This design comes from an exercise in tuning for small area and a short achievable clock period on the open sky130 flow, not from production work.
Function was checked by simulation only, so behaviour that the tests miss may differ from the original.

willow:
Design neuron_intra_Nbits, start of the top module:
module neuron_intra_Nbits #(
parameter N = 16,
parameter N_INPUTS = 16,
parameter LOG_N_INPUTS = 4
) (
    input  wire                         clk,
    input  wire                         rst,
    input  wire                         en,
    input  wire signed [N*N_INPUTS-1:0] W,
    input  wire signed [N*N_INPUTS-1:0] X_N,
    output reg signed [         N-1:0] Out
);
Size in the first run: ~510 flip-flops, about 530 I/O pins, roughly 100,000 sq um of cells after synthesis.
==> flow/config.mk <==
export PLATFORM = sky130hd
export DESIGN_NAME = neuron_intra_Nbits
export DESIGN_NICKNAME = neuron_intra_Nbits
export VERILOG_FILES = /design/flow/design.v
export SDC_FILE = /design/flow/constraint.sdc
export NUM_CORES = 4
export LEC_CHECK = 0
export CAP_MARGIN = 40
export CORE_MARGIN = 2
export CORE_UTILIZATION = 40
export SLEW_MARGIN = 60
export SYNTH_HIERARCHICAL = 1
export SYNTH_MINIMUM_KEEP_SIZE = 0
==> flow/constraint.sdc <==
create_clock -name core_clock -period 14.0 [get_ports {clk}]
set_input_delay 2.8000 -clock core_clock [delete_from_list [all_inputs] [get_ports {clk}]]
set_output_delay 2.8000 -clock core_clock [all_outputs]
set_load 0.01 [all_outputs]
standard.sh (not shown) runs the stock make flow with config.mk's settings and CLKGATE_MAP_FILE= SYNTH_SCRIPT=/design/flow/synth_recipe.tcl, a recipe that flattens the netlist after the stock synthesis.
==> flow/flow/run.sh <==
#!/bin/bash
# Own layout flow: the standard flow (standard.sh: unchanged synthesis,
# constraints and steps), except that the port buffers that buffer_ports adds
# to every input and output are sky130_fd_sc_hd__buf_2 rather than the tool's
# default pick (clkdlybuf4s50_1, a slow delay cell twice the area).
# make's and each tool's full output goes to standard_finish.log here; ORFS
# also keeps a log per step under orfs/logs/.
set -euo pipefail
bash standard.sh "BUFFER_PORTS_ARGS=-buffer_cell sky130_fd_sc_hd__buf_2" finish > standard_finish.log 2>&1
test -s out/final.def
willow | status: complete | timing, DRC, antenna: pass
Changes in ember relative to willow:
==> flow/run.sh (new file) <==
#!/bin/bash
# synth_recipe.tcl (not shown) runs the flow's synth.tcl, then flattens the netlist and writes it again
# the make line also repeats each setting of config.mk as NAME=value (left out here)
make -C /OpenROAD-flow-scripts/flow DESIGN_CONFIG=/design/flow/config.mk WORK_HOME=/design/flow/orfs CLKGATE_MAP_FILE= SYNTH_SCRIPT=/design/flow/synth_recipe.tcl finish
removed: flow/flow/run.sh
removed: flow/standard.sh
ember ran to completion and came out clean on the timing, design-rule and antenna checks. The relative area change from synthesis to final layout of ember exceeds that of willow by 1.6 points. Against willow, worst setup slack in ember came out worse. Diff ember..willow | fraction of area in registers | negligible. Wire length of the first global-routing pass delta (ember − willow): favourable. ember ends up with a cell area after placement that is about 1.7% higher than in willow.
## Diff of input files: lagoon against ember
==> flow/flow/run.sh (new file) <==
#!/bin/bash
# Own layout flow: the standard flow (standard.sh: unchanged synthesis,
# constraints and steps) with these changes in how the layout is made:
#  - the port buffers that buffer_ports adds to every input and output are
#    sky130_fd_sc_hd__buf_2 rather than the tool's default pick
#    (clkdlybuf4s50_1, a slow delay cell twice the area);
#  - the repair_timing run after clock-tree synthesis aims for 7.6 ns of setup
#    slack, and the one after global routing for 7.5 ns (SETUP_SLACK_MARGIN),
#    so the resizer keeps shortening the worst paths after they meet the
#    14 ns clock. Floorplan and placement keep the default margin.
# make's and each tool's full output goes to the standard_*.log files here;
# ORFS also keeps a log per step under orfs/logs/.
set -euo pipefail
BP="BUFFER_PORTS_ARGS=-buffer_cell sky130_fd_sc_hd__buf_2"
bash standard.sh "$BP" place > standard_place.log 2>&1
bash standard.sh "$BP" SETUP_SLACK_MARGIN=7.6 cts > standard_cts.log 2>&1
bash standard.sh "$BP" SETUP_SLACK_MARGIN=7.5 finish > standard_finish.log 2>&1
test -s out/final.def
==> flow/standard.sh (new file) <==
#!/bin/bash
# synth_recipe.tcl (not shown) runs the flow's synth.tcl, then flattens the netlist and writes it again
# the make line also repeats each setting of config.mk as NAME=value (left out here)
make -C /OpenROAD-flow-scripts/flow DESIGN_CONFIG=/design/flow/config.mk WORK_HOME=/design/flow/orfs CLKGATE_MAP_FILE= SYNTH_SCRIPT=/design/flow/synth_recipe.tcl "${@:-finish}"
removed: flow/run.sh
Results
- lagoon vs. ember: routed length on met2 increased about 3.3%; worst slew margin relative to its limit increased 1.7 points.
- Between lagoon and ember, the difference in final net count is negligible.

-- re-timing with driven ports --
The results above use ideal ports. As a check the final layouts listed here were re-extracted and re-timed, cells and wires unchanged. Step 1 (the two cells are an assumption about what drives the block):
set clk [get_ports {clk}]
set_driving_cell -lib_cell sky130_fd_sc_hd__clkbuf_16 $clk
set_driving_cell -lib_cell sky130_fd_sc_hd__buf_2 [delete_from_list [all_inputs] $clk]
Step 2 moves the port delays by t, midway between the first and last clock arrival at a register: inputs arrive t later, outputs are due t later. That takes back most of the time a late clock gives input paths. a / b / c = no drivers / after step 1 / after step 2; a / b = the first two.
run | t, ns | setup slack, ns | slew at the worst register clock pin (ns)
willow | 0.805 | 6.722 / 6.722 / 6.077 | 0.08 / 0.08
ember | 0.794 | 6.680 / 6.756 / 5.961 | 0.07 / 0.07
lagoon | 0.807 | 7.424 / 7.494 / 6.687 | 0.09 / 0.09
After both steps every run listed still meets setup and hold. The setup slack of lagoon, which loses most, moves by +0.070 ns with the drivers and by -0.737 ns with both steps.
